This is an optimization exercise on Yosys and OpenROAD, whose aim is small area, a short achievable clock period and few clock cycles per item, not a production implementation.
At most, simulation tests tie the RTL to the original design; equivalence was not proved.
Power and IR drop assume default switching activity.

==> flow/design.v (excerpt) <==
module deinterlacer_v2 (
	clock,
	reset,
	dout_data,
	dout_ready,
	dout_valid,
	dout_startofpacket,
	dout_endofpacket,
	din_data,
	din_ready,
	din_valid,
	din_startofpacket,
	din_endofpacket
);
For scale: about 830 flip-flops, about 58 I/O pins.
export LEC_CHECK = 0
export ABC_CLOCK_PERIOD_IN_PS = 2500
export CAP_MARGIN = 20
export CORE_MARGIN = 2
export CORE_UTILIZATION = 60
export PLACE_DENSITY = 0.8
export SLEW_MARGIN = 20
create_clock -name core_clock -period 8.0 [get_ports {clock}]
standard.sh (not shown) runs the stock make flow with config.mk's settings and CLKGATE_MAP_FILE= SYNTH_SCRIPT=/design/flow/synth_recipe.tcl, a recipe that flattens the netlist after the stock synthesis.
==> flow/flow/run.sh <==
#!/bin/bash
# Standard layout with these changes in how it is made:
#  - the synthesized netlist's combinational cells start at their smallest
#    drive strength (repair sizes up what timing needs);
#  - plain buffers on the ports;
#  - flip-flops that drive output ports are placed at their port buffers;
#  - no CTS dummy loads, larger clock sink clusters;
set -euo pipefail
export SETUP_SLACK_MARGIN=5.25
export BUFFER_PORTS_ARGS="-buffer_cell sky130_fd_sc_hd__buf_2"
export PRE_DETAIL_PLACE_TCL="$PWD/flow/move_oflops.tcl"
export CTS_ARGS="-sink_clustering_enable -repair_clock_nets -dont_use_dummy_load -sink_clustering_size 20 -sink_clustering_max_diameter 60 -sink_buffer_max_cap_derate 0.2 -buf_list {sky130_fd_sc_hd__clkbuf_8 sky130_fd_sc_hd__clkbuf_16} -root_buf sky130_fd_sc_hd__clkbuf_16 -tree_buf sky130_fd_sc_hd__clkbuf_16 -sink_clustering_buffer sky130_fd_sc_hd__clkbuf_8"
R=orfs/results/sky130hd/deinterlacer_v2/base
bash standard.sh synth > synth.log 2>&1
python3 flow/downsize.py "$FLOW_HOME/platforms/sky130hd/lib/sky130_fd_sc_hd__tt_025C_1v80.lib" "$R/1_2_yosys.v" > downsize.log 2>&1
rm -f "$R/1_synth.odb" "$R/1_synth.sdc"
bash standard.sh > standard.log 2>&1
Other scripts of this flow, unchanged in this note and not shown: flow/flow/downsize.py, flow/flow/move_oflops.tcl
Next try:
--- a/flow/design.v
+++ b/flow/design.v
@@ -110,24 +110,24 @@
 wire mid_w     = !wp_last && !ahead && (!(wp_zero && wfull) || op[4:1] != 4'd0);
 wire k2_wp     = (k_p1 + 5'd1 == wp) || (k == wm1 && wp == 5'd1);
 wire mid_nw    = !wfull && !wp_zero && k2_wp && !ahead;
 wire early_n   = wfull && copy1 && op != 5'd0 && k_p1 == wm1 && wm1 != 5'd0 && !lastline && !ahead;
 wire src_pix_n = (so == O_VHDR) ||
                  (so == O_B3 && ctl_ready && can_load) ||
                  (so == O_PIX && !(lastline && copy1 && op_last && k == op && !ahead));
 wire spix_v    = (ss == S_HDR) || (ss == S_PIX && !(wsel && wp_last && din_endofpacket));
 wire spix_nv   = (ss == S_PIX);
 wire wsel_v    = spix_v && src_pix_n && (wsel ? (mid_w || early_n) : (mid_nw || early_n || !oact));
 wire wsel_nv   = spix_nv && src_pix_n && (mid_nw || early_n || !oact);
-wire src_ctl_n = (so == O_IDLE) || (so == O_B1) || (so == O_B2) || (so == O_B3) ||
-                 (so == O_PIX && pix_ready && copy1 && op_last && lastline && !ahead && can_load);
+wire src_ctl_n = (so == O_B1) || (so == O_B2) || (so == O_B3) ||
+                 (so == O_IDLE && ss != S_C0 && can_load);
 wire [2:0] ss_v  = (ss == S_C0)  ? S_C1 :
                    (ss == S_HDR) ? S_PIX :
                    (ss == S_PIX) ? ((wsel && wp_last && din_endofpacket) ? S_C0 : S_PIX) :
                    wsel ? ss + 3'd1 : ss;
 wire [4:0] k_cv  = (wsel && ss == S_C1) ? 5'd0 : k_inc;
 wire csel_v    = src_ctl_n && ((ss_v == S_C1) || (ss_v == S_C2 && k_cv == 5'd0) ||
                                (ss_v == S_C3 && k_cv == 5'd1));
 wire csel_nv   = src_ctl_n && ((ss == S_C1) || (ss == S_C2 && k_inc == 5'd0) ||
                                (ss == S_C3 && k_inc == 5'd1));
 wire wsel_n    = din_valid ? (wsel_v || csel_v) : (wsel_nv || csel_nv);
 wire drdy_v    = (ss_v == S_C0) || (ss_v == S_HDR) || wsel_v || csel_v;
@@ -158,23 +158,23 @@
 		wp        <= wp_n;
 		op        <= op_n;
 		k         <= k_n;
 	end
 end
 always_ff @(posedge clock) begin : ready_port
 	din_ready <= drdy_n;
 end
 wire [DW-1:0] cb2 = s16[2*DW-1 -: DW];
 wire [DW-1:0] cb1 = s16[3*DW-1 -: DW];
 always_ff @(posedge clock) begin : loop_length
-	if (so == O_IDLE)
+	if (so == O_IDLE && ctl_ready && can_load)
 		wm1 <= 5'd2;
 	else if (so == O_B3 && ctl_ready && can_load)
 		wm1 <= {cb1[16], cb2[3:0]} - 5'd1;
 end
 logic ovalid_n;
 wire  oload  = (so == O_PIX) ? pix_load : (ctl_ready && can_load);
 wire  valid_n = oload || (!ovalid_n && !dout_ready);
 always_ff @(posedge clock or posedge reset) begin : source_ctl
 	if (reset) begin
 		dout_valid <= 0;
 		ovalid_n   <= 1;
Outcome:
- The new run passed the timing, DRC and antenna checks
- worst hold slack gets better by 0.012 ns
- count of clock-buffer cells in the layout fell by 1
- critical path depth fell by 6
- die area does not change
- clock power is about the same
- design area fell by 0.56%
- worst setup slack gets better by 0.052 ns
- power fell by 2.7%
- area after synthesis does not change
- sequential share of layout area rose by 0.45 points
- routed wire length rose by 0.93%
Testbench counts after the change, summed over its fixed seeds: cycles 15,322, frames 64.
Function not checked in the first run of this note: the RTL went through the layout flow alone.

-- afterwards: timing with drivers on the ports --
How much do the figures lean on ideal ports? The routed layouts below were timed once more, with nothing changed but the port constraints. Step 1 sets driving cells, clkbuf_16 on the clock port and buf_2 on the other inputs (assumed; they add their load-dependent delay and slew). Step 2 moves the port delays by t, midway between the first and last clock arrival at a register: inputs arrive t later, outputs are due t later. That takes back most of the time a late clock gives input paths. Slacks: ideal ports / drivers / drivers and shift; pairs: ideal ports / drivers.
| run | t (ns) | setup slack, ns | clock arrival spread, ns | worst register clock-pin slew, ns | cell pins on the clock port's net |
|---|---|---|---|---|---|
| the first run | 0.560 | 5.266 / 5.251 / 4.733 | 0.067 / 0.067 | 0.12 / 0.12 | 1 |
| the second run | 0.564 | 5.317 / 5.266 / 4.803 | 0.057 / 0.057 | 0.12 / 0.12 | 1 |
After both steps setup and hold are still met in every run listed. The setup slack of the first run, which loses most, moves by -0.015 ns with the drivers and by -0.533 ns with both steps.
